Context: an optimization exercise on an open-source flow, tuned for small area. The choices shown serve that exercise and are no tape-out recipe.
Only simulation tests tie the RTL to the original design; equivalence was not proved.
Power and IR drop assume default switching activity.

## flow/design.v (module list and top-level ports; edited modules follow where they fit)
// module SEG_HEX: 31 lines
// module ir_edge: 56 lines
// module us_50_cnt: 172 lines
// module us_500_cnt: 126 lines
// module ir_leader_check: 37 lines
// module ir_rx: 219 lines
// module LCM_controller: 1744 lines
// module lab3: 70 lines
module lab3
(
    input       CLOCK_50,
    input       rst_n,
    input       IRDA_RXD,
    output      LCD_RS,
    output      LCD_RW,
    output      LCD_EN,
    output      [7:0]LCD_DATA,    
    output      LCD_ON,
    output      LCD_BLON,
    output      [7:0]LEDG,
    output      [6:0]HEX0,
    output      [6:0]HEX1,
    output      [6:0]HEX2,
    output      [6:0]HEX3,
    output      [6:0]HEX4,
    output      [6:0]HEX5,
    output      [6:0]HEX6,
    output      [6:0]HEX7,
    output      [3:0]KEY
);
  // ...
==> flow/run.sh <==
#!/bin/bash
# synth_recipe.tcl (not shown) runs the flow's synth.tcl, then flattens the netlist and writes it again
# the make line also repeats each setting of config.mk as NAME=value (left out here)
make -C /OpenROAD-flow-scripts/flow DESIGN_CONFIG=/design/flow/config.mk WORK_HOME=/design/flow/orfs CLKGATE_MAP_FILE= SYNTH_SCRIPT=/design/flow/synth_recipe.tcl finish
==> flow/config.mk <==
export PLATFORM = sky130hd
export DESIGN_NAME = lab3
export DESIGN_NICKNAME = lab3
export VERILOG_FILES = /design/flow/design.v
export SDC_FILE = /design/flow/constraint.sdc
export NUM_CORES = 4
export LEC_CHECK = 0
export CAP_MARGIN = 20
export CORE_MARGIN = 2
export CORE_UTILIZATION = 40
export SLEW_MARGIN = 20
==> flow/constraint.sdc <==
create_clock -name core_clock -period 20.0 [get_ports {CLOCK_50}]
set_input_delay 4.0000 -clock core_clock [delete_from_list [all_inputs] [get_ports {CLOCK_50}]]
set_output_delay 4.0000 -clock core_clock [all_outputs]
set_load 0.01 [all_outputs]
==> impl_metrics.ini, run 1 <==
[run_status]
status = timing/DRC/antenna clean

[final_layout]
final_core_util_pct = 45.79
nClkBuffers = 37
layout_commonest_cell = dfrtp_1
fin_cells = 2256
num-fill-cells = 3578
regArea_mm2 = 0.005331
synthToLayoutAreaGrowth_pct = 12.25
buffers = 77

[critical_path]
crit_path_start = rst_n
arrival_ps = 4970
critPathBufInv = 2
worstSetupEndpoint = KEY[0]
critPathLaunchType = input pin
rr_startpoint = LCM_controller_inst_I.ir_rx_I.vaild_cnt[1]

[routing]
dr_wl_met2_mm = 16.96
avgRoutedWirePerCell_um = 16.21
top_layer_used = met4
via_count = 12555
drt.antenna.violating_nets = 0
met1_length_mm = 17.32
drt_iter0_markers = 915
wl_mm = 36.57

[clock_tree]
cts_inserted_buffers = 26
post_cts_resized = 0
cts_setup_buffers = 0

[power]
power_uw = 982.7
vdd_drop_max_mv = 0.05362
powerClk_uw = 503
intPower_uw = 755.8
power_leader = the clock network

[yosys]
synth_top_flop_cell = dfrtp_1
synthCells = 1759
yosysSeqAreaShare_pct = 35.53
synth-simple-area-share_pct = 23.09

[sta]
grt_setup_unrepaired = no
setup_violations = 0
final_max_slew_viol_count = 0
setup_tns_ps = 0

[placement]
dp_hpwl_mm = 25.88

[floorplanning]
row_count = 70

[flow_run]
cap_violations = 0

[global_route]
grt_pass1_wl_mm = 60.82
use_met1_pct = 26.17
==> module ir_edge, before the edit <==
module ir_edge
(
    input       CLOCK_50,
    input       rst_n,
    input       IRDA_RXD,
    output      ir_pos_O,
    output      ir_neg_O    
);
reg     ir_1d;
reg     ir_2d;
reg     ir_3d;
reg     ir_pos;
reg     ir_neg;
assign      ir_pos_O = ir_pos;
assign      ir_neg_O = ir_neg;
always @(posedge CLOCK_50 or negedge rst_n)begin     
    if(!rst_n)begin
        ir_1d <= 1'b0;
    end
    else begin
        ir_1d <= IRDA_RXD;
    end
end
always @(posedge CLOCK_50 or negedge rst_n)begin     
    if(!rst_n)begin
        ir_2d <= 1'b0;
    end
    else begin
        ir_2d <= ir_1d;
    end
end
always @(posedge CLOCK_50 or negedge rst_n)begin     
    if(!rst_n)begin
        ir_3d <= 1'b0;
    end
    else begin
        ir_3d <= ir_2d;
    end
end
always @(posedge CLOCK_50 or negedge rst_n)begin     
    if(!rst_n)begin
        ir_pos <= 1'b0;
    end
    else begin
        ir_pos <= ir_2d & !ir_3d;
    end
end
always @(posedge CLOCK_50 or negedge rst_n)begin     
    if(!rst_n)begin
        ir_neg <= 1'b0;
    end
    else begin
        ir_neg <= !ir_2d & ir_3d;
    end
end
endmodule 
==> module us_50_cnt, before the edit <==
module us_50_cnt
(
    input       CLOCK_50,
    input       rst_n,
    input       IRDA_RXD,
    output      pos_check_0_O,
    output      pos_check_1_O,
    output      neg_check_O,
    output      vaild_sig_0_O,
    output      vaild_sig_1_O
);
wire    ir_pos_50;
wire    ir_neg_50;
ir_edge ir_edge_inst_I
(
    .CLOCK_50(CLOCK_50),
    .rst_n(rst_n),
    .IRDA_RXD(IRDA_RXD),
    .ir_pos_O(ir_pos_50),
    .ir_neg_O(ir_neg_50)
);
reg     pos_check_0;
reg     pos_check_1;
reg     neg_check;
reg     vaild_sig_0;
reg     vaild_sig_1;
reg     [5:0]parity_np;
reg     [5:0]order_50us_p;
reg     [5:0]order_50us_n;
reg     [11:0]covert_50us_p;
reg     [11:0]covert_50us_n;
assign  pos_check_0_O = pos_check_0;
assign  pos_check_1_O = pos_check_1;
assign  neg_check_O   = neg_check;
assign  vaild_sig_0_O = vaild_sig_0;
assign  vaild_sig_1_O = vaild_sig_1;
always @(posedge CLOCK_50 or negedge rst_n)begin
    if(!rst_n)begin
        covert_50us_n <= 12'd0;
        order_50us_n <= 6'd0;
    end
    else begin
        casez({ir_neg_50, covert_50us_n})
            13'b1_????_????_????:begin
                covert_50us_n <= 12'd0;
                order_50us_n  <= 6'd0;
            end
            13'b0_1001_1100_0011:begin
                covert_50us_n  <= 12'd0;
                order_50us_n   <= order_50us_n + 6'd1;
            end
            13'b0_????_????_????:begin
                covert_50us_n <= covert_50us_n + 12'd1;
            end
            default:begin
                covert_50us_n <= covert_50us_n;
            end
        endcase
    end
end
always @(posedge CLOCK_50 or negedge rst_n)begin
    if(!rst_n)begin
        covert_50us_p <= 12'h0;
        order_50us_p <= 6'h0;
    end
    else begin
        casez({ir_neg_50, ir_pos_50, covert_50us_p})
            14'b1?_????_????_????:begin
                covert_50us_p <= 12'd0;
                order_50us_p  <= 6'd0;
            end
            14'b?1_????_????_????:begin
                covert_50us_p <= 12'd0;
                order_50us_p <= 6'd0;
            end
            14'b00_1001_1100_0011:begin
                covert_50us_p  <= 12'd0;
                order_50us_p   <= order_50us_p + 6'd1;
            end
            14'b00_????_????_????:begin
                covert_50us_p <= covert_50us_p + 12'd1;
            end
            default:begin
                covert_50us_p <= covert_50us_p;
            end
        endcase
    end
end
always @(posedge CLOCK_50 or negedge rst_n)begin
    if(!rst_n)begin
        parity_np <= 6'd0;
    end
    else begin
        if(ir_neg_50)begin
            parity_np <= 6'd0;
        end
        else begin    
            if(order_50us_n < order_50us_p)begin
                parity_np <= ~(order_50us_n - order_50us_p) + 6'd1;
            end
            else begin
                parity_np <= order_50us_n - order_50us_p;
            end
        end
    end
end
always @(posedge CLOCK_50 or negedge rst_n)begin  
    if(!rst_n)begin
        pos_check_0 <= 1'b0;
    end
    else begin
        if(order_50us_p > 6'h7 && order_50us_p < 6'hf)begin
            pos_check_0 <= 1'b1;
        end
        else begin
            pos_check_0 <= 1'b0;
        end
    end
end
always @(posedge CLOCK_50 or negedge rst_n)begin
    if(!rst_n)begin
        pos_check_1 <= 1'b0;
    end
    else begin
        if(order_50us_p > 6'h1d && order_50us_p < 6'h25)begin  
            pos_check_1 <= 1'b1;
        end
        else begin
            pos_check_1 <= 1'b0;
        end
    end
end
always @(posedge CLOCK_50 or negedge rst_n)begin  
    if(!rst_n)begin
        neg_check <= 1'b0;
    end
    else begin
        if(parity_np > 6'h7 && parity_np < 6'hf)begin
            neg_check <= 1'b1;
        end
        else begin
            neg_check <= 1'b0;
        end
    end
end
always @(posedge CLOCK_50 or negedge rst_n)begin
    if(!rst_n)begin
        vaild_sig_0 <= 1'b0;
    end
    else begin
        if(pos_check_0 && neg_check && ir_neg_50)begin
            vaild_sig_0 <= 1'b1;
        end
        else begin
            vaild_sig_0 <= 1'b0;
        end
    end
end
always @(posedge CLOCK_50 or negedge rst_n)begin
    if(!rst_n)begin
        vaild_sig_1 <= 1'b0;
    end
    else begin
        if(pos_check_1 && neg_check && ir_neg_50)begin
            vaild_sig_1 <= 1'b1;
        end
        else begin
            vaild_sig_1 <= 1'b0;
        end
    end
end
endmodule 
==> module us_500_cnt, before the edit <==
module us_500_cnt
(
    input       CLOCK_50,
    input       rst_n,
    input       IRDA_RXD,
    output      pos_check_O,
    output      neg_check_O,
    output      ir_neg_500_O
);
wire    ir_pos_500;
wire    ir_neg_500;
ir_edge ir_edge_inst_I
(
    .CLOCK_50(CLOCK_50),
    .rst_n(rst_n),
    .IRDA_RXD(IRDA_RXD),
    .ir_pos_O(ir_pos_500),
    .ir_neg_O(ir_neg_500)
);
reg     pos_check;
reg     neg_check;
reg     [4:0]parity_np;
reg     [4:0]order_500us_p;
reg     [4:0]order_500us_n;
reg     [15:0]covert_500us_p;
reg     [15:0]covert_500us_n;
assign  pos_check_O  = pos_check;
assign  neg_check_O  = neg_check;
assign  ir_neg_500_O = ir_neg_500;
always @(posedge CLOCK_50 or negedge rst_n)begin
    if (!rst_n) begin
       covert_500us_n   <= 16'd0;
       order_500us_n    <= 5'd0;
    end
    else begin
        casez({ir_neg_500, covert_500us_n})  
            17'b1_????_????_????_????:begin
                covert_500us_n <= 16'd0;
                order_500us_n  <= 5'd0;
            end
            17'b0_0110_0001_1010_0111:begin
                covert_500us_n  <= 16'd0;
                order_500us_n   <= order_500us_n + 5'd1;
            end
            17'b0_????_????_????_????:begin
                covert_500us_n <= covert_500us_n + 16'd1;
            end
            default:begin
                covert_500us_n <= covert_500us_n;
            end
        endcase
    end
end
always @(posedge CLOCK_50 or negedge rst_n)begin
    if (!rst_n) begin
       covert_500us_p   <= 16'd0;
       order_500us_p    <= 5'd0;
    end
    else begin
        casez({ir_neg_500, ir_pos_500, covert_500us_p})  
            18'b1?_????_????_????_????:begin    
                covert_500us_p <= 16'd0;
                order_500us_p  <= 5'd0;
            end
            18'b?1_????_????_????_????:begin 
                covert_500us_p <= 16'd0;
                order_500us_p  <= 5'd0;
            end
            18'b00_0110_0001_1010_0111:begin
                covert_500us_p  <= 16'd0;
                order_500us_p   <= order_500us_p + 5'd1;
            end
            18'b00_????_????_????_????:begin
                covert_500us_p <= covert_500us_p + 16'd1;
            end
            default:begin
                covert_500us_p <= covert_500us_p;
            end
        endcase
    end
end
always @(posedge CLOCK_50 or negedge rst_n)begin
    if(!rst_n)begin
        parity_np <= 5'd0;
    end
    else begin
        if(ir_neg_500)begin
            parity_np <= 5'd0;
        end
        else begin    
            if(order_500us_n < order_500us_p)begin
                parity_np <= ~(order_500us_n - order_500us_p) + 5'd1;
            end
            else begin
                parity_np <= order_500us_n - order_500us_p;
            end
        end
    end
end
always @(posedge CLOCK_50 or negedge rst_n)begin  
    if(!rst_n)begin
        neg_check <= 1'b0;
    end
    else begin
        if(parity_np > 5'h10 && parity_np < 5'h14)begin
            neg_check <= 1'b1;
        end
        else begin
            neg_check <= 1'b0;
        end
    end
end
always @(posedge CLOCK_50 or negedge rst_n)begin
    if(!rst_n)begin
        pos_check <= 1'b0;
    end
    else begin
        if(order_500us_p > 5'h6 && order_500us_p < 5'ha)begin  
            pos_check <= 1'b1;
        end
        else begin
            pos_check <= 1'b0;
        end
    end
end
endmodule 
==> module ir_leader_check, before the edit <==
module ir_leader_check
(
    input       CLOCK_50,
    input       rst_n,
    input       IRDA_RXD,
    output      ir_leader_check_O,
    output      ir_neg_ldr_O
);
wire    pos_check_ldr;
wire    neg_check_ldr;
wire    ir_neg_500_ldr;
us_500_cnt us_500_cnt_inst_I
(
    .CLOCK_50(CLOCK_50),
    .rst_n(rst_n),
    .IRDA_RXD(IRDA_RXD),
    .pos_check_O(pos_check_ldr),
    .neg_check_O(neg_check_ldr),
    .ir_neg_500_O(ir_neg_500_ldr)
);
reg     ir_leader_check;
assign  ir_leader_check_O = ir_leader_check;
assign  ir_neg_ldr_O      = ir_neg_500_ldr;
always @(posedge CLOCK_50 or negedge rst_n)begin
    if(!rst_n)begin
        ir_leader_check <= 1'b0;
    end
    else begin
        if(pos_check_ldr && neg_check_ldr && ir_neg_500_ldr)begin
            ir_leader_check <= 1'b1;
        end
        else begin
            ir_leader_check <= 1'b0;
        end
    end
end
endmodule 
==> module ir_rx, before the edit <==
module ir_rx
(
    input       CLOCK_50,
    input       rst_n,
    input       IRDA_RXD,
    output      [3:0]clu_O,
    output      [3:0]cll_O,
    output      [3:0]cru_O,
    output      [3:0]crl_O,
    output      [3:0]ku_O,
    output      [3:0]kl_O,
    output      [3:0]iku_O,
    output      [3:0]ikl_O,
    output      lead_flag_O,
    output      [5:0]vaild_cnt_O
);
wire    ir_leader_check_rx;
wire    ir_neg_rx;
wire    pos_check_0_rx;
wire    pos_check_1_rx;
wire    neg_check_rx;
wire    vaild_sig_0_rx;
wire    vaild_sig_1_rx;
ir_leader_check ir_leader_check_inst_I
(
    .CLOCK_50(CLOCK_50),
    .rst_n(rst_n),
    .IRDA_RXD(IRDA_RXD),
    .ir_leader_check_O(ir_leader_check_rx),
    .ir_neg_ldr_O(ir_neg_rx)
);
us_50_cnt us_50_cnt_inst_I
(
    .CLOCK_50(CLOCK_50),
    .rst_n(rst_n),
    .IRDA_RXD(IRDA_RXD),
    .pos_check_0_O(pos_check_0_rx),
    .pos_check_1_O(pos_check_1_rx),
    .neg_check_O(neg_check_rx),
    .vaild_sig_0_O(vaild_sig_0_rx),
    .vaild_sig_1_O(vaild_sig_1_rx)
);
reg     lead_flag;
reg     [24:0]lead_cnt;
reg     time_out;
reg     [7:0]vaild_cnt;
reg     end_sig;
reg     [7:0]custom_l;
reg     [7:0]custom_r;
reg     [7:0]key;
reg     [7:0]inv_key;
assign  cll_O = {custom_l[7], custom_l[6], custom_l[5], custom_l[4]};
assign  clu_O = {custom_l[3], custom_l[2], custom_l[1], custom_l[0]};
assign  crl_O = {custom_r[7], custom_r[6], custom_r[5], custom_r[4]};
assign  cru_O = {custom_r[3], custom_r[2], custom_r[1], custom_r[0]};
assign  kl_O  = {key[7], key[6], key[5], key[4]};
assign  ku_O  = {key[3], key[2], key[1], key[0]};
assign  ikl_O = {inv_key[7], inv_key[6], inv_key[5], inv_key[4]};
assign  iku_O = {inv_key[3], inv_key[2], inv_key[1], inv_key[0]};
assign  lead_flag_O = lead_flag;
assign  vaild_cnt_O = vaild_cnt;
always @(posedge CLOCK_50 or negedge rst_n)begin
    if(!rst_n)begin
        lead_flag <= 1'b0;
    end
    else begin
        case({ir_leader_check_rx, end_sig})
            2'b00:begin
                lead_flag <= lead_flag;
            end
            2'b10:begin
                lead_flag <= 1'b1;
            end
            2'b01:begin
                lead_flag <= 1'b0;
            end
            2'b11:begin
                lead_flag <= 1'b0;
            end
            default:begin
                lead_flag <= lead_flag;
            end
        endcase
    end
end
always @(posedge CLOCK_50 or negedge rst_n)begin
    if(!rst_n)begin
        vaild_cnt <= 8'h0;
    end
    else begin
        if(end_sig)begin
            vaild_cnt <= 8'h0;
        end
        else begin
            case({lead_flag, vaild_sig_0_rx, vaild_sig_1_rx})
                3'b101:begin
                    vaild_cnt <= vaild_cnt + 8'h1;
                end
                3'b110:begin
                    vaild_cnt <= vaild_cnt + 8'h1;
                end 
                3'b111:begin
                    vaild_cnt <= vaild_cnt + 8'h1;
                end
                default:begin
                    vaild_cnt <= vaild_cnt;
                end
            endcase
        end
    end
end
always @(posedge CLOCK_50 or negedge rst_n)begin
    if(!rst_n)begin
        end_sig <= 1'b0;
    end
    else begin
        if(time_out)begin
            end_sig <= 1'b1;
        end
        else begin
            case(vaild_cnt)
                6'h00:begin
                    end_sig <= 1'b0;
                end
                6'h20:begin
                    end_sig <= 1'b1;
                end
                default:begin
                    end_sig <= end_sig;
                end
            endcase 
        end
    end
end
always @(posedge CLOCK_50 or negedge rst_n)begin
    if(!rst_n)begin
        custom_l <= 8'd0;
        custom_r <= 8'd0;
        key <= 8'd0;
        inv_key <= 8'd0;
    end
    else begin
        if(ir_leader_check_rx)begin
            custom_l <= 8'd0;
            custom_r <= 8'd0;
            key <= 8'd0;
            inv_key <= 8'd0;     
        end
        else begin
            case(vaild_cnt)
                32'd0, 32'd1, 32'd2, 32'd3, 32'd4, 32'd5, 32'd6, 32'd7:begin
                    if(vaild_sig_1_rx)begin
                        custom_l[vaild_cnt] <= 1'b1;
                    end
                    else begin
                        custom_l[vaild_cnt] <= 1'b0;
                    end
                end
                32'd8, 32'd9, 32'd10, 32'd11, 32'd12, 32'd13, 32'd14, 32'd15:begin
                    if(vaild_sig_1_rx)begin
                        custom_r[vaild_cnt-8'd8] <= 1'b1;
                    end
                    else begin
                        custom_r[vaild_cnt-8'd8] <= custom_r[vaild_cnt-6'd8];
                    end
                end
                32'd16, 32'd17, 32'd18, 32'd19, 32'd20, 32'd21, 32'd22, 32'd23:begin
                    if(vaild_sig_1_rx)begin
                        key[vaild_cnt-8'd16] <= 1'b1;
                    end
                    else begin
                        key[vaild_cnt-8'd16] <= key[vaild_cnt-6'd16];
                    end
                end
                32'd24, 32'd25, 32'd26, 32'd27, 32'd28, 32'd29, 32'd30, 32'd31:begin
                    if(vaild_sig_1_rx)begin
                        inv_key[vaild_cnt-8'd24] <= 1'b1;
                    end
                    else begin
                        inv_key[vaild_cnt-8'd24] <= inv_key[vaild_cnt-6'd24];
                    end
                end
                default:begin
                    custom_l <= custom_l;
                    custom_r <= custom_r;
                    key <= key;
                    inv_key <= inv_key;
                end
            endcase
        end
    end
end
always @(posedge CLOCK_50 or negedge rst_n)begin
    if(!rst_n)begin
        lead_cnt <= 24'h0;
    end
    else begin
        if(lead_flag)begin
            lead_cnt <= lead_cnt + 24'h1;
        end
        else begin
            lead_cnt <= 24'h0;
        end
    end
end
always @(posedge CLOCK_50 or negedge rst_n)begin
    if(!rst_n)begin
        time_out <= 1'b0;       
    end
    else begin
        if(lead_cnt == 25'h2dc6c0)begin
            time_out <= 1'b1;
        end
        else begin
            time_out <= 1'b0;
        end
    end
end
endmodule 
==> module lab3, before the edit <==
module lab3
(
    input       CLOCK_50,
    input       rst_n,
    input       IRDA_RXD,
    output      LCD_RS,
    output      LCD_RW,
    output      LCD_EN,
    output      [7:0]LCD_DATA,    
    output      LCD_ON,
    output      LCD_BLON,
    output      [7:0]LEDG,
    output      [6:0]HEX0,
    output      [6:0]HEX1,
    output      [6:0]HEX2,
    output      [6:0]HEX3,
    output      [6:0]HEX4,
    output      [6:0]HEX5,
    output      [6:0]HEX6,
    output      [6:0]HEX7,
    output      [3:0]KEY
);
wire    lead_flag_top;
wire    [5:0]vaild_cnt_top;
wire    [3:0]clu_top;
wire    [3:0]cll_top;
wire    [3:0]cru_top;
wire    [3:0]crl_top;
wire    [3:0]ku_top;
wire    [3:0]kl_top;
wire    [3:0]iku_top;
wire    [3:0]ikl_top;
wire    clear_sig_top;
LCM_controller LCM_controller_inst_I
(
    .CLOCK_50(CLOCK_50),
    .rst_n(rst_n),
    .IRDA_RXD(IRDA_RXD),
    .LCD_RS(LCD_RS),
    .LCD_RW(LCD_RW),
    .LCD_EN(LCD_EN),
    .LCD_DATA(LCD_DATA),    
    .LCD_ON(LCD_ON),
    .LCD_BLON(LCD_BLON),
    .lead_flag_O(lead_flag_top),
    .vaild_cnt_O(vaild_cnt_top),
    .clu_O(clu_top),
    .cll_O(cll_top),
    .cru_O(cru_top),
    .crl_O(crl_top),
    .ku_O(ku_top),
    .kl_O(kl_top),
    .iku_O(iku_top),
    .ikl_O(ikl_top),
    .clear_sig_O(clear_sig_top)
);
assign  LEDG[0] = lead_flag_top;
assign  LEDG[1] = clear_sig_top;
assign  KEY[0]  = rst_n;
assign  LEDG[7:2] = 6'b0;
assign  KEY[3:1]  = 3'b0;
SEG_HEX l0  (clu_top, HEX7);
SEG_HEX l1  (cll_top, HEX6);
SEG_HEX l2  (cru_top, HEX5);
SEG_HEX l3  (crl_top, HEX4);
SEG_HEX l4  (ku_top, HEX3);
SEG_HEX l5  (kl_top, HEX2);
SEG_HEX l6  (iku_top, HEX1);
SEG_HEX l7  (ikl_top, HEX0);
endmodule 
==> run 2, diff against run 1 <==
==> flow/design.v (replaced) <==
module SEG_HEX
	(
		iDIG,							
		oHEX_D		
	);
input	  [3:0]   iDIG;				
output	  [6:0]	  oHEX_D;   
reg	  [6:0]	  oHEX_D;	
always @(iDIG) 
    begin
			case(iDIG)
			4'h0: oHEX_D <= 7'b1000000;  
			4'h1: oHEX_D <= 7'b1111001;  
			4'h2: oHEX_D <= 7'b0100100;  
			4'h3: oHEX_D <= 7'b0110000;  
			4'h4: oHEX_D <= 7'b0011001;  
			4'h5: oHEX_D <= 7'b0010010;  
			4'h6: oHEX_D <= 7'b0000010;  
			4'h7: oHEX_D <= 7'b1111000;  
			4'h8: oHEX_D <= 7'b0000000;  
			4'h9: oHEX_D <= 7'b0011000;  
			4'ha: oHEX_D <= 7'b0001000;  
			4'hb: oHEX_D <= 7'b0000011;  
			4'hc: oHEX_D <= 7'b1000110;  
			4'hd: oHEX_D <= 7'b0100001;  
			4'he: oHEX_D <= 7'b0000110;  
			4'hf: oHEX_D <= 7'b0001110;  
	     default: oHEX_D <= 7'b1000000;  
			endcase
		end
endmodule
module ir_edge
(
    input       CLOCK_50,
    input       rst_n,
    input       IRDA_RXD,
    output      ir_pos_O,
    output      ir_neg_O
);
reg     ir_1d, ir_2d, ir_3d, ir_4d;
always @(posedge CLOCK_50 or negedge rst_n)begin
    if(!rst_n)begin
        ir_1d <= 1'b0;
        ir_2d <= 1'b0;
        ir_3d <= 1'b0;
        ir_4d <= 1'b0;
    end
    else begin
        ir_1d <= IRDA_RXD;
        ir_2d <= ir_1d;
        ir_3d <= ir_2d;
        ir_4d <= ir_3d;
    end
end
assign  ir_pos_O =  ir_3d & ~ir_4d;
assign  ir_neg_O = ~ir_3d &  ir_4d;
endmodule
module us_50_cnt
(
    input       CLOCK_50,
    input       rst_n,
    input       clr,
    output      [5:0]o50_O,
    output      [4:0]o500_O
);
reg     [11:0]fine;
reg     [3:0]dec;
reg     [4:0]o500;
wire    fine_end = (fine == 12'h206);    
wire    dec_end  = (dec == 4'd9);
always @(posedge CLOCK_50 or negedge rst_n)begin
    if(!rst_n)begin
        fine <= 12'd0;
        dec  <= 4'd0;
        o500 <= 5'd0;
    end
    else begin
        if(clr || fine_end)
            fine <= 12'd0;
        else
            fine <= {fine[10:0], ~(fine[11] ^ fine[5] ^ fine[3] ^ fine[0])};
        if(clr)begin
            dec  <= 4'd0;
            o500 <= 5'd0;
        end
        else if(fine_end)begin
            dec  <= dec_end ? 4'd0 : dec + 4'd1;
            if(dec_end)
                o500 <= o500 + 5'd1;
        end
    end
end
assign  o50_O  = {o500, 3'b000} + {o500, 1'b0} + {2'b00, dec};
assign  o500_O = o500;
endmodule
module us_500_cnt #(parameter W = 6)
(
    input       [W-1:0]a,
    input       [W-1:0]b,
    output      [W-1:0]d
);
assign  d = (a < b) ? (b - a) : (a - b);
endmodule
module ir_leader_check
(
    input       CLOCK_50,
    input       rst_n,
    input       IRDA_RXD,
    output reg  ldr_O,
    output      vs0_O,
    output reg  vs1_O
);
wire    pos, neg;
ir_edge ir_edge_inst_I
(
    .CLOCK_50(CLOCK_50),
    .rst_n(rst_n),
    .IRDA_RXD(IRDA_RXD),
    .ir_pos_O(pos),
    .ir_neg_O(neg)
);
wire    [5:0]on50, op50;
wire    [4:0]on500, op500;
us_50_cnt cnt_n
(
    .CLOCK_50(CLOCK_50),
    .rst_n(rst_n),
    .clr(neg),
    .o50_O(on50),
    .o500_O(on500)
);
us_50_cnt cnt_p
(
    .CLOCK_50(CLOCK_50),
    .rst_n(rst_n),
    .clr(neg | pos),
    .o50_O(op50),
    .o500_O(op500)
);
wire    [6:0]s50  = {1'b0, on50} - {1'b0, op50};
wire    [5:0]s500 = {1'b0, on500} - {1'b0, op500};
reg     r50, r500, p0, p1, p500;
always @(*)begin
    case(s50)        
        7'd8, 7'd9, 7'd10, 7'd11, 7'd12, 7'd13, 7'd14,
        7'd114, 7'd115, 7'd116, 7'd117, 7'd118, 7'd119, 7'd120: r50 = 1'b1;
        default: r50 = 1'b0;
    endcase
    case(s500)       
        6'd17, 6'd18, 6'd19, 6'd45, 6'd46, 6'd47: r500 = 1'b1;
        default: r500 = 1'b0;
    endcase
    case(op50)
        6'd8, 6'd9, 6'd10, 6'd11, 6'd12, 6'd13, 6'd14: p0 = 1'b1;
        default: p0 = 1'b0;
    endcase
    case(op50)
        6'd30, 6'd31, 6'd32, 6'd33, 6'd34, 6'd35, 6'd36: p1 = 1'b1;
        default: p1 = 1'b0;
    endcase
    case(op500)
        5'd7, 5'd8, 5'd9: p500 = 1'b1;
        default: p500 = 1'b0;
    endcase
end
reg     pr50, w0, w1, pr500, w500, vs0;
always @(posedge CLOCK_50)begin
    pr50  <= ~neg & r50;
    w0    <= pr50 & p0;
    w1    <= pr50 & p1;
    pr500 <= ~neg & r500;
    w500  <= pr500 & p500;
    vs0   <= w0 & neg;
end
assign  vs0_O = vs0;
always @(posedge CLOCK_50 or negedge rst_n)begin
    if(!rst_n)begin
        ldr_O <= 1'b0;
        vs1_O <= 1'b0;
    end
    else begin
        ldr_O <= w500 & neg;
        vs1_O <= w1 & neg;
    end
end
endmodule
module ir_rx
(
    input       CLOCK_50,
    input       rst_n,
    input       IRDA_RXD,
    output      [31:0]data_O,
    output      lead_flag_O
);
wire    ldr, vs0, vs1;
ir_leader_check ir_leader_check_inst_I
(
    .CLOCK_50(CLOCK_50),
    .rst_n(rst_n),
    .IRDA_RXD(IRDA_RXD),
    .ldr_O(ldr),
    .vs0_O(vs0),
    .vs1_O(vs1)
);
reg     lead_flag;
reg     [5:0]vaild_cnt;      
reg     [31:0]data;          
reg     [21:0]lead_cnt;
reg     time_out;
reg     end_sig;
assign  data_O = data;
assign  lead_flag_O = lead_flag;
always @(posedge CLOCK_50)begin
    lead_cnt <= lead_flag ? {lead_cnt[20:0], ~(lead_cnt[21] ^ lead_cnt[20])} : 22'd0;
    time_out <= (lead_cnt == 22'h1341a8);
    if(time_out || vaild_cnt == 6'h20)
        end_sig <= 1'b1;
    else if(vaild_cnt == 6'h00)
        end_sig <= 1'b0;
end
always @(posedge CLOCK_50 or negedge rst_n)begin
    if(!rst_n)begin
        lead_flag <= 1'b0;
        vaild_cnt <= 6'd0;
    end
    else begin
        if(end_sig)
            lead_flag <= 1'b0;
        else if(ldr)
            lead_flag <= 1'b1;
        if(end_sig)
            vaild_cnt <= 6'd0;
        else if(lead_flag && (vs0 || vs1))
            vaild_cnt <= vaild_cnt + 6'd1;
    end
end
integer i;
always @(posedge CLOCK_50 or negedge rst_n)begin
    if(!rst_n)begin
        data <= 32'd0;
    end
    else begin
        for(i = 0; i < 32; i = i + 1)begin
            if(ldr)
                data[i] <= 1'b0;
            else if(vaild_cnt == i)begin
                if(i < 8)
                    data[i] <= vs1;
                else if(vs1)
                    data[i] <= 1'b1;
            end
        end
    end
end
endmodule
module LCM_controller
(
    input       CLOCK_50,
    input       rst_n,
    input       [31:0]data_I,
    output      LCD_RS,
    output      LCD_RW,
    output      LCD_EN,
    output reg  [7:0]LCD_DATA,
    output      LCD_ON,
    output      LCD_BLON,
    output      clear_sig_O
);
reg     init_stage;
reg     [7:0]ms_cnt;
reg     [16:0]covert_ns2ms;
wire    ms_end = (covert_ns2ms == 17'd50_000);
wire    lo = (covert_ns2ms[16:5] == 12'd0);
wire    [4:0]t = covert_ns2ms[4:0];
wire    c01 = lo & (t[4:1] == 4'd0);         
wire    c1 = c01 & t[0];
always @(posedge CLOCK_50 or negedge rst_n)begin
    if(!rst_n)begin
        covert_ns2ms <= 17'd0;
        init_stage <= 1'b0;
        ms_cnt <= 8'd0;
    end
    else begin
        covert_ns2ms <= ms_end ? 17'd0 : covert_ns2ms + 17'd1;
        if(ms_end)
            ms_cnt <= ms_cnt + 8'd1;
        else if(c1)begin
            if(init_stage)begin
                if(ms_cnt == 8'hff)
                    ms_cnt <= 8'h0;
            end
            else if(ms_cnt == 8'h26)begin
                ms_cnt <= 8'h0;
                init_stage <= 1'b1;
            end
        end
    end
end
wire    s0 = init_stage & (ms_cnt == 8'h00);
reg     active, cmd;
always @(*)begin
    if(init_stage)begin
        active = ~ms_cnt[0] & (ms_cnt[7:6] == 2'b00) & ~(ms_cnt[5] & ms_cnt[4]);
        cmd    = (ms_cnt == 8'h00) | (ms_cnt == 8'h02) | (ms_cnt == 8'h18);
    end
    else begin
        case(ms_cnt)
            8'h11, 8'h1a, 8'h1c, 8'h1e, 8'h20, 8'h22, 8'h24: active = 1'b1;
            default: active = 1'b0;
        endcase
        cmd = 1'b1;
    end
end
reg     rs_win, en_win;
always @(*)begin
    case({s0, t})
        6'd2, 6'd3, 6'd4, 6'd5, 6'd6, 6'd7, 6'd8, 6'd9, 6'd10,
        6'd11, 6'd12, 6'd13, 6'd14, 6'd15, 6'd16, 6'd17, 6'd18, 6'd19,
        6'd35, 6'd36, 6'd37, 6'd38, 6'd39, 6'd40, 6'd41, 6'd42, 6'd43,
        6'd44, 6'd45, 6'd46, 6'd47, 6'd48, 6'd49, 6'd50, 6'd51, 6'd52: rs_win = 1'b1;
        default: rs_win = 1'b0;
    endcase
    case({s0, t})
        6'd5, 6'd6, 6'd7, 6'd8, 6'd9, 6'd10, 6'd11, 6'd12, 6'd13,
        6'd14, 6'd15, 6'd16, 6'd17,
        6'd38, 6'd39, 6'd40, 6'd41, 6'd42, 6'd43, 6'd44, 6'd45, 6'd46,
        6'd47, 6'd48, 6'd49, 6'd50: en_win = 1'b1;
        default: en_win = 1'b0;
    endcase
end
wire    wr     = active & lo & (s0 ? (t == 5'd10) : (t == 5'd9));
assign  LCD_RS = ~(active & cmd & lo & rs_win);
assign  LCD_EN = active & lo & en_win;
assign  LCD_RW = 1'b0;
assign  LCD_ON = 1'b1;
assign  LCD_BLON = 1'b1;
wire    ge30 = (ms_cnt[7:6] != 2'b00) | (ms_cnt[5] & ms_cnt[4]);
assign  clear_sig_O = c01 ? ge30
                          : ((ge30 | (ms_cnt == 8'h2f)) & (ms_cnt != 8'hff));
reg     [3:0]nib;
always @(*)begin
    case(ms_cnt[4:1])
        4'hd: nib = data_I[3:0];
        4'he: nib = data_I[7:4];
        4'h0: nib = data_I[11:8];
        4'h1: nib = data_I[15:12];
        4'h3: nib = data_I[19:16];
        4'h4: nib = data_I[23:20];
        4'h6: nib = data_I[27:24];
        4'h7: nib = data_I[31:28];
        default: nib = 4'h0;
    endcase
end
reg     [7:0]hex;
always @(*)begin
    case(nib)
        4'ha: hex = 8'h41;
        4'hb: hex = 8'h42;
        4'hc: hex = 8'h43;
        4'hd: hex = 8'h44;
        4'he: hex = 8'h45;
        4'hf: hex = 8'h46;
        default: hex = {4'h3, nib};
    endcase
end
reg     [7:0]val;
always @(*)begin
    if(!init_stage)begin
        case(ms_cnt[3:0])
            4'he:    val = 8'h38;    
            4'h0:    val = 8'h08;    
            4'h2:    val = 8'h01;    
            4'h4:    val = 8'h06;    
            default: val = 8'h30;    
        endcase
    end
    else begin
        case(ms_cnt[5:1])
            5'd0:  val = 8'h0c;
            5'd1:  val = 8'h83;
            5'd2:  val = 8'h49;
            5'd3:  val = 8'h52;
            5'd4:  val = 8'h20;
            5'd5:  val = 8'h44;
            5'd6:  val = 8'h45;
            5'd7:  val = 8'h43;
            5'd8:  val = 8'h4f;
            5'd9:  val = 8'h44;
            5'd10: val = 8'h45;
            5'd11: val = 8'h52;
            5'd12: val = 8'hc3;
            5'd15, 5'd18, 5'd21: val = 8'h2d;
            default: val = hex;
        endcase
    end
end
always @(posedge CLOCK_50 or negedge rst_n)begin
    if(!rst_n)
        LCD_DATA <= 8'd0;
    else if(wr)
        LCD_DATA <= val;
end
endmodule
module lab3
(
    input       CLOCK_50,
    input       rst_n,
    input       IRDA_RXD,
    output      LCD_RS,
    output      LCD_RW,
    output      LCD_EN,
    output      [7:0]LCD_DATA,    
    output      LCD_ON,
    output      LCD_BLON,
    output      [7:0]LEDG,
    output      [6:0]HEX0,
    output      [6:0]HEX1,
    output      [6:0]HEX2,
    output      [6:0]HEX3,
    output      [6:0]HEX4,
    output      [6:0]HEX5,
    output      [6:0]HEX6,
    output      [6:0]HEX7,
    output      [3:0]KEY
);
wire    [31:0]data;
wire    lead_flag;
wire    clear_sig;
ir_rx ir_rx_I
(
    .CLOCK_50(CLOCK_50),
    .rst_n(rst_n),
    .IRDA_RXD(IRDA_RXD),
    .data_O(data),
    .lead_flag_O(lead_flag)
);
LCM_controller LCM_controller_inst_I
(
    .CLOCK_50(CLOCK_50),
    .rst_n(rst_n),
    .data_I(data),
    .LCD_RS(LCD_RS),
    .LCD_RW(LCD_RW),
    .LCD_EN(LCD_EN),
    .LCD_DATA(LCD_DATA),
    .LCD_ON(LCD_ON),
    .LCD_BLON(LCD_BLON),
    .clear_sig_O(clear_sig)
);
assign  LEDG[0] = lead_flag;
assign  LEDG[1] = clear_sig;
assign  KEY[0]  = rst_n;
assign  LEDG[7:2] = 6'b0;
assign  KEY[3:1]  = 3'b0;
SEG_HEX l0  (data[3:0],   HEX7);
SEG_HEX l1  (data[7:4],   HEX6);
SEG_HEX l2  (data[11:8],  HEX5);
SEG_HEX l3  (data[15:12], HEX4);
SEG_HEX l4  (data[19:16], HEX3);
SEG_HEX l5  (data[23:20], HEX2);
SEG_HEX l6  (data[27:24], HEX1);
SEG_HEX l7  (data[31:28], HEX0);
endmodule
==> impl_metrics.ini, run 2 <==
[sta]
max_freq_ghz = 0.1118
relSlewSlack_pct = 40.07
tightestPinTransition_ps = 890.7
hold_slack_ps = 356.2
layout_min_cycle_time_ps = 8946
hold_violations = 0
timing.final.crit_share_pct = 44.73
fin_worst_skew_ps = 11.62
final_max_slew_viol_count = 0
setup_violations = 0
grt_setup_unrepaired = no
setup_tns_ps = 0

[yosys]
synth_top_cell_by_area = dfrtp_1
ys_top_cells_by_area = dfrtp_1, ha_1, dfxtp_1
yosys-top-cells-count = dfrtp_1, nor2_1, nand2_1
synth_mux_area_share_pct = 3.776
synthAdderAreaFrac_pct = 11.74
synth_edf_count = 0
yosysTopAreaCellShare_pct = 30.36
ys_warn_count = 6
synth_top_flop_cell = dfrtp_1
synth-simple-area-share_pct = 23.38
synth.most_common_cell = dfrtp_1
yosys_register_bits = 151
async_reset_ff_share_pct = 80.13
avgSynthCellArea_um2 = 8.811
synthCells = 1132
synth_cell_type_count = 75
synth_compound_area_share_pct = 14.73
synth_xor_xnor_area_share_pct = 4.127
yosysSeqAreaShare_pct = 36.38
netlist_area_mm2 = 0.009975
synth_top_family_by_area = simple AND/OR/NAND/NOR gates

[clock_tree]
clkSinkCount = 151
cts_max_path_buffers = 2
root_buffer = clkbuf_16
holdBufCountCts = 0
cts_setup_buffers = 0
cts_inserted_buffers = 17
tritoncts = yes
post_cts_resized = 0
cts_max_level = 4
path_clk_slew_ps = 70
insertion_delay_ps = 430

[final_layout]
final_core_util_pct = 46.90
num-fill-cells = 2337
layout_commonest_cell = dfrtp_1
drive_above_1_share_pct = 5.692
layout_common_cells = dfrtp_1, nor2_1, nand2_1
reg_top3 = ir_rx_I.data: 32 flops, ir_rx_I.lead_cnt: 22 flops, LCM_controller_inst_I.covert_ns2ms: 17 flops
top_register = ir_rx_I.data
synthToLayoutAreaGrowth_pct = 14.69
largest_reg_flops = 32
multi_input_area_mm2 = 0.005812
regArea_mm2 = 0.003630
nets = 1257

[global_route]
grt_pass1_wl_mm = 37.94
grt_overflow_total = 0
grtUsageTotal_pct = 17.72
antenna_found_initial = 1
grt_max_degree = 61
grt_pass1_vias = 7498

[critical_path]
path_class = input pin to output pin
endpoint_kind = output pin
slowest_delay_ps = 610
crit_chain = buf_4 -> clkdlybuf4s50_1
cp_max_fo = 27
slowest_stage = clkdlybuf4s50_1
cpLargestDelayFamily = buffers and inverters
critPathBufInv = 2
critPathLaunchType = input pin
critPathRequiredTime_ps = 16000
arrival_ps = 4950

[routing]
dr.pass1.iters = 6
wl_mm = 22.59
drc = 0
drt.antenna.violating_nets = 0
avgRoutedWirePerCell_um = 15.04
viasPerCell = 5.290
drt_iter0_markers = 571
via_count = 7946

[floorplanning]
start_util_pct = 40.89
die_w_um = 161.9
die_h_um = 161.9
row_count = 57
io_pins = 84
coreArea_mm2 = 0.02439
die_area_mm2 = 0.02621

[power]
vdd_drop_max_mv = 0.06167
leakage_uw = 0.004886
p_per_area_mw_per_mm2 = 64.38

[min_path]
holdCritPathClass = flop to flop

[run_status]
status = timing/DRC/antenna clean

[placement]
io_buffers = 71
dp_hpwl_mm = 16.06
place.gp.congestion = 0.8680

[flow_run]
cap_violations = 0
==> run 2: final timing paths <==
kind,startpoint,slack (ps),depth (start not counted),end
max,rst_n,11050,2,KEY[0]
min,flop,360,0,flop
max reg2reg,ir_rx_I.ir_leader_check_inst_I.cnt_p.o500[0],16300,9,ir_rx_I.ir_leader_check_inst_I.pr50
min reg2reg,flop,360,0,flop
max in group asynchronous,rst_n,15380,2,LCM_controller_inst_I.ms_cnt[1]
min in group asynchronous,rst_n,3480,1,ir_rx_I.ir_leader_check_inst_I.cnt_n.fine[7]
==> run 2: final cells by class <==
cell class                 instances  area share [%]
clock buffer                      17           3.719
sequential                       151           31.73
tap                              324           3.544
clock inverter                    15           1.630
timing repair buffer              77           6.584
multi-input combinational        857           50.80
inverter                          60           1.969
antenna                            1         0.02187
==> run 2: worst reg2reg max path, cell delays in order, from the launching register on <==
cell      delay [ps]
dfrtp_1          490
fa_1             570
fa_1             610
inv_1             70
ha_1             310
a21boi_0         200
or4b_2           710
a2111o_1         370
mux2i_1          170
nor2b_1          140
==> run 2: logic make-up after synthesis <==
kind of cell,Yosys count
buffers and inverters,134
adder cells (fa/ha/maj),90
flip-flops,151
XOR/XNOR,47
other,2
multiplexers,37
AND/OR/NAND/NOR,443
AO/OA/AOI/OAI,228
==> run 2: through the flow <==
| step | worst slack (ps) | std cells | cell area, µm² | power, µW |
|---|---|---|---|---|
| after floorplan | 11880 | 1142 | 10010 | 392.4 |
| after global placement | 11010 | 1469 | 10820 | 409.9 |
| after detailed placement | 11020 | 1469 | 10820 | 411.9 |
| after CTS | 11010 | 1501 | 11440 | 744.0 |
| after global routing | 10960 | 1501 | 11440 | 770.0 |
| final | 11050 | 1502 | 11440 | 736.5 |
==> run 2: layer usage <==
layer | routed length (µm) | GRT usage (%) | up-vias
met2 | 10290 | 27.99 | 154
met1 | 11050 | 24.90 | 3785
met4 | 312 | 5.109 | 0
met3 | 934 | 3.243 | 25
met5 | 0 | 0 | -
li1 | - | - | 3982
==> run 2: where the power goes <==
group / leakage [µW] / switching, µW / internal (µW) / total [µW]
clock: 0.000301 / 150 / 180 / 330
sequential: 0.00189 / 8.54 / 314 / 322
combinational: 0.00269 / 45.9 / 38.4 / 84.3
==> module LCM_controller, before the edit <==
module LCM_controller
(
    input       CLOCK_50,
    input       rst_n,
    input       [31:0]data_I,
    output      LCD_RS,
    output      LCD_RW,
    output      LCD_EN,
    output reg  [7:0]LCD_DATA,
    output      LCD_ON,
    output      LCD_BLON,
    output      clear_sig_O
);
reg     init_stage;
reg     [7:0]ms_cnt;
reg     [16:0]covert_ns2ms;
wire    ms_end = (covert_ns2ms == 17'd50_000);
wire    lo = (covert_ns2ms[16:5] == 12'd0);
wire    [4:0]t = covert_ns2ms[4:0];
wire    c01 = lo & (t[4:1] == 4'd0);         
wire    c1 = c01 & t[0];
always @(posedge CLOCK_50 or negedge rst_n)begin
    if(!rst_n)begin
        covert_ns2ms <= 17'd0;
        init_stage <= 1'b0;
        ms_cnt <= 8'd0;
    end
    else begin
        covert_ns2ms <= ms_end ? 17'd0 : covert_ns2ms + 17'd1;
        if(ms_end)
            ms_cnt <= ms_cnt + 8'd1;
        else if(c1)begin
            if(init_stage)begin
                if(ms_cnt == 8'hff)
                    ms_cnt <= 8'h0;
            end
            else if(ms_cnt == 8'h26)begin
                ms_cnt <= 8'h0;
                init_stage <= 1'b1;
            end
        end
    end
end
wire    s0 = init_stage & (ms_cnt == 8'h00);
reg     active, cmd;
always @(*)begin
    if(init_stage)begin
        active = ~ms_cnt[0] & (ms_cnt[7:6] == 2'b00) & ~(ms_cnt[5] & ms_cnt[4]);
        cmd    = (ms_cnt == 8'h00) | (ms_cnt == 8'h02) | (ms_cnt == 8'h18);
    end
    else begin
        case(ms_cnt)
            8'h11, 8'h1a, 8'h1c, 8'h1e, 8'h20, 8'h22, 8'h24: active = 1'b1;
            default: active = 1'b0;
        endcase
        cmd = 1'b1;
    end
end
reg     rs_win, en_win;
always @(*)begin
    case({s0, t})
        6'd2, 6'd3, 6'd4, 6'd5, 6'd6, 6'd7, 6'd8, 6'd9, 6'd10,
        6'd11, 6'd12, 6'd13, 6'd14, 6'd15, 6'd16, 6'd17, 6'd18, 6'd19,
        6'd35, 6'd36, 6'd37, 6'd38, 6'd39, 6'd40, 6'd41, 6'd42, 6'd43,
        6'd44, 6'd45, 6'd46, 6'd47, 6'd48, 6'd49, 6'd50, 6'd51, 6'd52: rs_win = 1'b1;
        default: rs_win = 1'b0;
    endcase
    case({s0, t})
        6'd5, 6'd6, 6'd7, 6'd8, 6'd9, 6'd10, 6'd11, 6'd12, 6'd13,
        6'd14, 6'd15, 6'd16, 6'd17,
        6'd38, 6'd39, 6'd40, 6'd41, 6'd42, 6'd43, 6'd44, 6'd45, 6'd46,
        6'd47, 6'd48, 6'd49, 6'd50: en_win = 1'b1;
        default: en_win = 1'b0;
    endcase
end
wire    wr     = active & lo & (s0 ? (t == 5'd10) : (t == 5'd9));
assign  LCD_RS = ~(active & cmd & lo & rs_win);
assign  LCD_EN = active & lo & en_win;
assign  LCD_RW = 1'b0;
assign  LCD_ON = 1'b1;
assign  LCD_BLON = 1'b1;
wire    ge30 = (ms_cnt[7:6] != 2'b00) | (ms_cnt[5] & ms_cnt[4]);
assign  clear_sig_O = c01 ? ge30
                          : ((ge30 | (ms_cnt == 8'h2f)) & (ms_cnt != 8'hff));
reg     [3:0]nib;
always @(*)begin
    case(ms_cnt[4:1])
        4'hd: nib = data_I[3:0];
        4'he: nib = data_I[7:4];
        4'h0: nib = data_I[11:8];
        4'h1: nib = data_I[15:12];
        4'h3: nib = data_I[19:16];
        4'h4: nib = data_I[23:20];
        4'h6: nib = data_I[27:24];
        4'h7: nib = data_I[31:28];
        default: nib = 4'h0;
    endcase
end
reg     [7:0]hex;
always @(*)begin
    case(nib)
        4'ha: hex = 8'h41;
        4'hb: hex = 8'h42;
        4'hc: hex = 8'h43;
        4'hd: hex = 8'h44;
        4'he: hex = 8'h45;
        4'hf: hex = 8'h46;
        default: hex = {4'h3, nib};
    endcase
end
reg     [7:0]val;
always @(*)begin
    if(!init_stage)begin
        case(ms_cnt[3:0])
            4'he:    val = 8'h38;    
            4'h0:    val = 8'h08;    
            4'h2:    val = 8'h01;    
            4'h4:    val = 8'h06;    
            default: val = 8'h30;    
        endcase
    end
    else begin
        case(ms_cnt[5:1])
            5'd0:  val = 8'h0c;
            5'd1:  val = 8'h83;
            5'd2:  val = 8'h49;
            5'd3:  val = 8'h52;
            5'd4:  val = 8'h20;
            5'd5:  val = 8'h44;
            5'd6:  val = 8'h45;
            5'd7:  val = 8'h43;
            5'd8:  val = 8'h4f;
            5'd9:  val = 8'h44;
            5'd10: val = 8'h45;
            5'd11: val = 8'h52;
            5'd12: val = 8'hc3;
            5'd15, 5'd18, 5'd21: val = 8'h2d;
            default: val = hex;
        endcase
    end
end
always @(posedge CLOCK_50 or negedge rst_n)begin
    if(!rst_n)
        LCD_DATA <= 8'd0;
    else if(wr)
        LCD_DATA <= val;
end
endmodule
==> run 3, diff against run 2 <==
--- a/flow/design.v
+++ b/flow/design.v
@@ -69,3 +69,3 @@
 wire    fine_end = (fine == 12'h206);    
-wire    dec_end  = (dec == 4'd9);
+wire    dec_end  = dec[3] & dec[0];         
 always @(posedge CLOCK_50 or negedge rst_n)begin
@@ -215,3 +215,3 @@
     time_out <= (lead_cnt == 22'h1341a8);
-    if(time_out || vaild_cnt == 6'h20)
+    if(time_out || (vaild_cnt[5] & ~vaild_cnt[0]))    
         end_sig <= 1'b1;
@@ -270,5 +270,5 @@
 reg     [7:0]ms_cnt;
-reg     [16:0]covert_ns2ms;
-wire    ms_end = (covert_ns2ms == 17'd50_000);
-wire    lo = (covert_ns2ms[16:5] == 12'd0);
+reg     [15:0]covert_ns2ms;
+wire    ms_end = &{covert_ns2ms[15:14], covert_ns2ms[9:8], covert_ns2ms[6], covert_ns2ms[4]};
+wire    lo = (covert_ns2ms[15:5] == 11'd0);
 wire    [4:0]t = covert_ns2ms[4:0];
@@ -278,3 +278,3 @@
     if(!rst_n)begin
-        covert_ns2ms <= 17'd0;
+        covert_ns2ms <= 16'd0;
         init_stage <= 1'b0;
==> flow/flow/run.sh (new file) <==
#!/bin/bash
# Own layout flow: the standard flow (standard.sh), with two changes to
# synthesis and one to placement:
#  - synthesis skips ORFS's full/half-adder extraction (ADDER_MAP_FILE empty)
#    and maps with an area-oriented ABC script (flow/abc_area.script, used
#    through a copy of ORFS's scripts folder that differs only in that file);
#  - port buffers use sky130_fd_sc_hd__buf_1.
# Every other step is standard.sh unchanged. Each step's output goes to its
# own log file in the work folder.
set -euo pipefail
W=$(pwd)
rm -rf "$W/scripts_area"
cp -rp "$FLOW_HOME/scripts" "$W/scripts_area"
cp "$W/flow/abc_area.script" "$W/scripts_area/abc_area.script"
bash standard.sh SCRIPTS_DIR="$W/scripts_area" ABC_AREA=1 ADDER_MAP_FILE= synth > "$W/synth.log" 2>&1
bash standard.sh "BUFFER_PORTS_ARGS=-buffer_cell sky130_fd_sc_hd__buf_1" finish > "$W/layout.log" 2>&1
==> flow/flow/abc_area.script (new file) <==
strash
&get -n
&st
&deepsyn -T 60
&dch -f
&nf -R 1000 -p
&put
==> flow/standard.sh (new file) <==
#!/bin/bash
# synth_recipe.tcl (not shown) runs the flow's synth.tcl, then flattens the netlist and writes it again
# the make line also repeats each setting of config.mk as NAME=value (left out here)
make -C /OpenROAD-flow-scripts/flow DESIGN_CONFIG=/design/flow/config.mk WORK_HOME=/design/flow/orfs CLKGATE_MAP_FILE= SYNTH_SCRIPT=/design/flow/synth_recipe.tcl "${@:-finish}"
--- a/flow/config.mk
+++ b/flow/config.mk
@@ -10,2 +10,3 @@
 export CORE_UTILIZATION = 40
+export CTS_BUF_LIST = sky130_fd_sc_hd__clkbuf_8
 export SLEW_MARGIN = 20
removed: flow/run.sh
==> impl_metrics.ini, run 3 <==
[critical_path]
worstSetupEndpoint = KEY[0]
arrival_ps = 4710
crit_chain = clkbuf_4 -> buf_1
endpoint_kind = output pin
cp_max_fo = 42
path_class = input pin to output pin
r2r_slack_ps = 16720
rr_startpoint = ir_rx_I.ir_leader_check_inst_I.cnt_p.o500[1]
crit_path_start = rst_n
critPathLaunchType = input pin
rr_worst_depth = 15
slowest_delay_ps = 480
critPathBufInv = 2
slowest_stage = clkbuf_4
rr_endpoint = ir_rx_I.ir_leader_check_inst_I.pr50
cpLargestDelayFamily = buffers and inverters
critPathRequiredTime_ps = 16000
path_depth = 2

[yosys]
synthCells = 906
yosysSeqAreaShare_pct = 45.94
synth_top_cell_by_area = dfrtp_1
avgSynthCellArea_um2 = 8.658
netlist_area_mm2 = 0.007844
synth_edf_count = 0
ys_warn_count = 6
ys_top_cells_by_area = dfrtp_1, dfxtp_1, a21oi_1
yosys_register_bits = 150
synth.most_common_cell = dfrtp_1
synth_cell_type_count = 55
async_reset_ff_share_pct = 80.00
yosysTopAreaCellShare_pct = 38.28
synth_top_flop_cell = dfrtp_1
yosys-top-cells-count = dfrtp_1, nor2_1, nand2_1

[final_layout]
antenna_cells = 0
final_area_mm2 = 0.008812
layout_commonest_cell = dfrtp_1
num-fill-cells = 1940
reg_top3 = ir_rx_I.data: 32 flops, ir_rx_I.lead_cnt: 22 flops, LCM_controller_inst_I.covert_ns2ms: 16 flops
top_register = ir_rx_I.data
largest_reg_flops = 32
nets = 998
layout_common_cells = dfrtp_1, nor2_1, nand2_1
drive_above_1_share_pct = 3.571
fin_cells = 1273
synthToLayoutAreaGrowth_pct = 12.35

[clock_tree]
cts_max_level = 4
tritoncts = yes
cts_max_path_buffers = 2
path_clk_slew_ps = 80
root_buffer = clkbuf_8
insertion_delay_ps = 440
clkSinkCount = 150
holdBufCountCts = 0
cts_setup_buffers = 0
post_cts_resized = 0
cts_inserted_buffers = 17

[floorplanning]
io_pins = 84
die_h_um = 144.0
die_w_um = 144.0
start_util_pct = 40.57
die_area_mm2 = 0.02075
coreArea_mm2 = 0.01933
row_count = 51

[routing]
via_count = 6816
dr.pass1.iters = 5
viasPerCell = 5.354
avgRoutedWirePerCell_um = 14.03
drc = 0
drt.antenna.violating_nets = 0
wl_mm = 17.85
drt_iter0_markers = 520

[global_route]
gr-usage-met3_pct = 3.742
grt_overflow_total = 0
use_met2_pct = 28.92
grtUsageTotal_pct = 17.91
grt_busiest_layer = met2
grt_pass1_vias = 6246
grt_pass1_wl_mm = 30.06
antenna_found_initial = 0
grt_max_degree = 43
use_met1_pct = 24.65

[power]
swShare_pct = 23.42
intPower_uw = 439.3
p_per_area_mw_per_mm2 = 65.10
seq_power_share_pct = 54.4
vdd_drop_max_mv = 0.04894
combPwrFrac_pct = 3.4
leakage_uw = 0.003663
clockPowerShare_pct = 42.2
power.switching_uw = 134.4

[sta]
layout_min_cycle_time_ps = 8710
setup_violations = 0
final_max_slew_viol_count = 0
grt_setup_unrepaired = no
hold_slack_ps = 363.7
fin_worst_skew_ps = 9.483
relSlewSlack_pct = 26.56
max_freq_ghz = 0.1148
setup_tns_ps = 0
timing.final.crit_share_pct = 43.55
hold_violations = 0
fin_ws_ps = 11290
tightestPinTransition_ps = 1074

[flow_run]
cap_violations = 0

[placement]
dp.cells = 1241
dp_hpwl_mm = 12.80
place.gp.congestion = 0.8876
place_ws_ps = 11230
io_buffers = 71
place_area_mm2 = 0.008401

[run_status]
status = timing/DRC/antenna clean

[min_path]
holdCritPathClass = flop to flop
[run 3: metal layers]
| metal | routed length (µm) | vias to the layer above |
|---|---|---|
| met5 | 0 | - |
| met4 | 159 | 0 |
| met3 | 777 | 13 |
| met2 | 8220 | 153 |
| met1 | 8696 | 3255 |
| li1 | - | 3395 |
[run 3: how the worst min path moves through the flow]
stage | to | slack, ps | depth (start not counted)
6_report | flop | 360 | 0
5_1_grt | flop | 370 | 0
4_1_cts | flop | 370 | 0
3_5_place_dp | flop | 350 | 0
3_3_place_gp | flop | 330 | 0
2_1_floorplan | flop | 330 | 0
[run 3: cell type report]
| class | instances | area, µm² | share of cell area [%] |
|---|---|---|---|
| clock inverters | 15 | 177.7 | 2.016 |
| multi-input cells | 708 | 4004 | 45.44 |
| inverters | 43 | 161.4 | 1.832 |
| flip-flops and latches | 150 | 3603 | 40.89 |
| repair buffers | 75 | 300.3 | 3.408 |
| clock buffers | 17 | 234.0 | 2.655 |
| well taps | 265 | 331.6 | 3.763 |
[run 3: per-stage QoR]
stage / power, µW / util (%)
6_report: 573.7 / 45.58
5_1_grt: 598.5 / 45.58
4_1_cts: 582.6 / 45.58
3_5_place_dp: 338.7 / 43.45
3_3_place_gp: 338.5 / 43.45
2_1_floorplan: 331.6 / -
[run 3: cells by family after synthesis]
logic type,after synthesis,synth area share [%]
simple gates,400,25.86
compound gates,246,18.95
flops,150,45.94
buf+inv,58,3.493
xor+xnor,45,5.025
mux,4,0.5105
other cells,2,0.09574
fa+ha+maj,1,0.1276
[run 3: power groups by stage]
| stage | combinational, µW | clock, µW | sequential, µW |
|---|---|---|---|
| floorplan | 14.3 | 0 | 317 |
| global placement | 20.1 | 0 | 318 |
| detailed placement | 20.5 | 0 | 318 |
| CTS | 20.5 | 250 | 312 |
| global route | 23.1 | 262 | 313 |
| finish | 19.8 | 242 | 312 |
==> run 4, diff against run 3 <==
--- a/flow/design.v
+++ b/flow/design.v
@@ -68,3 +68,3 @@
 reg     [4:0]o500;
-wire    fine_end = (fine == 12'h206);    
+wire    fine_end = (fine == 12'h1fd);    
 wire    dec_end  = dec[3] & dec[0];         
@@ -80,3 +80,3 @@
         else
-            fine <= {fine[10:0], ~(fine[11] ^ fine[5] ^ fine[3] ^ fine[0])};
+            fine <= {~fine[10:0], ~(fine[11] ^ fine[5] ^ fine[3] ^ fine[0])};
         if(clr)begin
@@ -208,3 +208,3 @@
 reg     [21:0]lead_cnt;
-reg     time_out;
+wire    time_out = (lead_cnt == 22'h227ecf);
 reg     end_sig;
@@ -213,4 +213,3 @@
 always @(posedge CLOCK_50)begin
-    lead_cnt <= lead_flag ? {lead_cnt[20:0], ~(lead_cnt[21] ^ lead_cnt[20])} : 22'd0;
-    time_out <= (lead_cnt == 22'h1341a8);
+    lead_cnt <= lead_flag ? {~lead_cnt[20:0], ~(lead_cnt[21] ^ lead_cnt[20])} : 22'd0;
     if(time_out || (vaild_cnt[5] & ~vaild_cnt[0]))    
==> flow/flow/run.sh (replaced) <==
#!/bin/bash
# Own layout flow: the standard flow (standard.sh) with these changes.
#  Synthesis: ORFS's full/half-adder extraction is skipped (ADDER_MAP_FILE
#  empty) and ABC maps with an area script. Four area scripts (flow/abc_*.script: deepsyn with fixed seeds and step limits)
#  are tried, each in its own copy of ORFS's scripts folder that differs
#  only in abc_area.script and its own ORFS work folder; the run with the
#  smallest synthesised cell area becomes the layout's synthesis.
#  Placement: port buffers are sky130_fd_sc_hd__buf_1.
#  CTS: clkbuf_8 buffers (as config.mk), without dummy loads.
# Every step is otherwise standard.sh's. Each tool run logs to its own file
# in the work folder (synth_<x>.log, layout.log).
set -euo pipefail
W=$(pwd)
VARIANTS="s1 s2 s3 d1"
for v in $VARIANTS; do
  rm -rf "$W/scripts_$v" "$W/orfs_$v"
  cp -rp "$FLOW_HOME/scripts" "$W/scripts_$v"
  cp "$W/flow/abc_$v.script" "$W/scripts_$v/abc_area.script"
  sed "s#$W/orfs#$W/orfs_$v#g" "$W/standard.sh" > "$W/standard_$v.sh"
  bash "$W/standard_$v.sh" SCRIPTS_DIR="$W/scripts_$v" ABC_AREA=1 ADDER_MAP_FILE= synth > "$W/synth_$v.log" 2>&1 &
done
wait
best=""
best_area=""
for v in $VARIANTS; do
  stat="$W/orfs_$v/reports/sky130hd/lab3/base/synth_stat.txt"
  [[ -f "$stat" && -f "$W/orfs_$v/results/sky130hd/lab3/base/1_synth.odb" ]] || continue
  a=$(grep "Chip area for module" "$stat" | tail -1 | awk '{print $NF}')
  echo "variant $v: synthesised area $a" >> "$W/synth_choice.log"
  if [[ -z "$best" ]] || awk -v a="$a" -v b="$best_area" 'BEGIN{exit !(a < b)}'; then
    best=$v; best_area=$a
  fi
done
echo "chosen: $best ($best_area)" >> "$W/synth_choice.log"
rm -rf "$W/orfs"
mv "$W/orfs_$best" "$W/orfs"
bash standard.sh "BUFFER_PORTS_ARGS=-buffer_cell sky130_fd_sc_hd__buf_1" \
  "CTS_ARGS=-sink_clustering_enable -repair_clock_nets -buf_list sky130_fd_sc_hd__clkbuf_8 -dont_use_dummy_load" \
  finish > "$W/layout.log" 2>&1
==> flow/flow/abc_d1.script (new file) <==
strash
&get -n
&st
&deepsyn -T 900 -J 300 -S 1
&dch -f
&nf -R 1000 -p
&put
==> flow/flow/abc_s1.script (new file) <==
strash
&get -n
&st
&deepsyn -T 900 -J 300 -S 1
&put
dch -f
map -a
&get -n
&dch -f
&nf -R 1000 -p
&put
==> flow/flow/abc_s2.script (new file) <==
strash
&get -n
&st
&deepsyn -T 900 -J 300 -S 2
&put
dch -f
map -a
&get -n
&dch -f
&nf -R 1000 -p
&put
==> flow/flow/abc_s3.script (new file) <==
strash
&get -n
&st
&deepsyn -T 900 -J 300 -S 3
&put
dch -f
map -a
&get -n
&dch -f
&nf -R 1000 -p
&put
removed: flow/flow/abc_area.script
==> impl_metrics.ini, run 4 <==
[run_status]
status = timing/DRC/antenna clean

[floorplanning]
row_count = 50
die_w_um = 142.1
start_util_pct = 40.80
die_h_um = 142.1
io_pins = 84
die_area_mm2 = 0.02020
coreArea_mm2 = 0.01871

[yosys]
synth_top_flop_cell = dfrtp_1
synth_mux_area_share_pct = 0.5411
synth.most_common_cell = nor2_1
synth_top_family_by_area = simple AND/OR/NAND/NOR gates
yosys_register_bits = 149
synthCells = 895
ys_warn_count = 6
async_reset_ff_share_pct = 80.54
netlist_area_mm2 = 0.007631
synth-simple-area-share_pct = 27.14
yosys-top-cells-count = nor2_1, dfrtp_1, a21oi_1
avgSynthCellArea_um2 = 8.526
synth_edf_count = 0
synth_compound_area_share_pct = 17.00
synthAdderAreaFrac_pct = 0.1312
synth_top_cell_by_area = dfrtp_1
yosysTopAreaCellShare_pct = 39.35
ys_top_cells_by_area = dfrtp_1, nor2_1, dfxtp_1
synth_cell_type_count = 58
yosysSeqAreaShare_pct = 46.96
synth_xor_xnor_area_share_pct = 4.591

[clock_tree]
post_cts_resized = 0
root_buffer = clkbuf_8
cts_inserted_buffers = 17
cts_max_path_buffers = 2
cts_max_level = 4
holdBufCountCts = 0
clkSinkCount = 149
path_clk_slew_ps = 80
tritoncts = yes
cts_setup_buffers = 0
insertion_delay_ps = 440

[critical_path]
critPathBufInv = 2
cp_max_fo = 54
arrival_ps = 4830
path_class = input pin to output pin
critPathRequiredTime_ps = 16000
cpLargestDelayFamily = buffers and inverters
slowest_stage = clkbuf_4
critPathLaunchType = input pin
endpoint_kind = output pin
slowest_delay_ps = 600
crit_chain = clkbuf_4 -> buf_1

[sta]
setup_tns_ps = 0
relSlewSlack_pct = 29.03
setup_violations = 0
final_max_slew_viol_count = 0
grt_setup_unrepaired = no
max_freq_ghz = 0.1133
timing.final.crit_share_pct = 44.15
tightestPinTransition_ps = 1062
fin_worst_skew_ps = 21.13
layout_min_cycle_time_ps = 8830
hold_violations = 0

[final_layout]
multi_input_area_mm2 = 0.003815
regArea_mm2 = 0.003583
num-fill-cells = 1889
reg_top3 = ir_rx_I.data: 32 flops, ir_rx_I.lead_cnt: 22 flops, LCM_controller_inst_I.covert_ns2ms: 16 flops
layout_commonest_cell = nor2_1
layout_common_cells = nor2_1, dfrtp_1, a21oi_1
final_core_util_pct = 44.82
synthToLayoutAreaGrowth_pct = 9.854
fin_cells = 1216
top_register = ir_rx_I.data
drive_above_1_share_pct = 2.240
nets = 987
largest_reg_flops = 32
antenna_cells = 0

[power]
swShare_pct = 22.83
power.switching_uw = 116.9
intPower_uw = 395.3
combPwrFrac_pct = 4.5
seq_power_share_pct = 62.1
vdd_drop_max_mv = 0.03905
leakage_uw = 0.003543
clockPowerShare_pct = 33.4
p_per_area_mw_per_mm2 = 61.10

[min_path]
holdCritPathClass = flop to flop

[global_route]
grt_pass1_wl_mm = 28.31
antenna_found_initial = 0
grt_max_degree = 69
grt_overflow_total = 0
grtUsageTotal_pct = 17.29
grt_pass1_vias = 5860

[placement]
dp_hpwl_mm = 12.06
place.gp.congestion = 0.8268
io_buffers = 71
dp.cells = 1199

[routing]
drt_iter0_markers = 302
via_count = 6443
drt.antenna.violating_nets = 0
dr.pass1.iters = 4
avgRoutedWirePerCell_um = 13.84
viasPerCell = 5.299
drc = 0
wl_mm = 16.83

[flow_run]
cap_violations = 0
[run 4: changes by cell type in the layout (fill, tap and decap cells not counted), sizes merged, moves of 8 or more]
cell,change
xnor2,-18
and2,-27
xor2,+13
nor2b,+10
nor3,+18
a21oi,-9
a21o,-11
nand2,-32
clkinv,-8
nand2b,+8
nor2,+68
o21ai,-10
[run 4: kinds of logic after synthesis]
group | count (synthesis)
AOI/OAI and AO/OA | 215
xor gates and xnor gates | 40
adders and majority gates | 1
buffers and inverters | 57
DFF | 149
muxes | 4
other | 2
and+or+nand+nor | 427
[run 4: cell type report]
class,count,area share [%]
timing repair buffer,75,3.582
clock buffer,17,2.791
sequential,149,42.75
multi-input combinational,699,45.51
inverter,42,1.881
tap,234,3.493
[run 4: metrics by stage]
stage / total power (µW) / hold slack [ps] / worst slack, ps / cell area (µm²)
final: 512.2 / 357.4 / 11170 / 8383
after CTS: 520.9 / 361.2 / 11110 / 8383
after global placement: 347.7 / 337.8 / 11110 / 8149
after floorplan: 340.0 / 331.2 / 11880 / 7669
after global routing: 536.1 / 363.6 / 11040 / 8383
after detailed placement: 348.1 / 338.7 / 11110 / 8149
[run 4: final timing paths]
kind,startpoint,to,slack (ps),depth (start not counted)
min in group asynchronous,rst_n,LCM_controller_inst_I.LCD_DATA[7],3650,1
setup reg to reg,LCM_controller_inst_I.ms_cnt[3],LCM_controller_inst_I.LCD_DATA[0],16930,11
hold / removal,flop,flop,360,0
setup / recovery,rst_n,KEY[0],11170,2
max in group asynchronous,rst_n,ir_rx_I.ir_leader_check_inst_I.cnt_n.fine[7],15000,2
hold reg to reg,flop,flop,360,0
[run 4: metal layers]
layer / share of wire (%) / GRT usage (%) / wire length (µm) / vias to the layer above
met3: 3.2 / 3.028 / 532 / 29
met5: 0 / 0 / 0 / -
met4: 2.2 / 7.211 / 369 / 0
li1: - / - / - / 3306
met2: 45 / 27.05 / 7653 / 120
met1: 49 / 23.77 / 8274 / 2988
[run 4: power groups by stage]
stage / registers [µW] / clock network (µW) / logic [µW]
after detailed placement: 324 / 0 / 24.0
after global routing: 320 / 190 / 26.8
after floorplan: 323 / 0 / 17.5
after CTS: 318 / 179 / 24.2
after global placement: 324 / 0 / 23.7
final: 318 / 171 / 23.2

what the ideal ports hide:
Ports are ideal in the flow. The routed layouts listed here were re-timed in OpenROAD.
Step 1, drivers: a clkbuf_16 drives CLOCK_50 and a buf_2 each remaining input, both assumed.
Step 2, shift: input delay + t, output delay - t, t = (earliest + latest rising clock arrival at the registers) / 2. This alone moves slack from input paths to output paths.
Slacks: ideal ports / drivers / drivers and shift; pairs: ideal ports / drivers.
run | shift t [ns] | slack for setup (ns) | worst slew at a driven data input, ns
run 1 | 0.609 | 11.026 / 10.962 / 10.962 | 0.06
run 2 | 0.473 | 11.054 / 10.973 / 10.973 | 0.08
run 3 | 0.475 | 11.290 / 11.259 / 11.259 | 0.03
run 4 | 0.474 | 11.170 / 11.148 / 11.148 | 0.03
After both steps setup and hold are still met in every run listed. For run 2, which loses most, drivers alone change the setup slack by -0.081 ns; drivers and shift together by -0.081 ns.
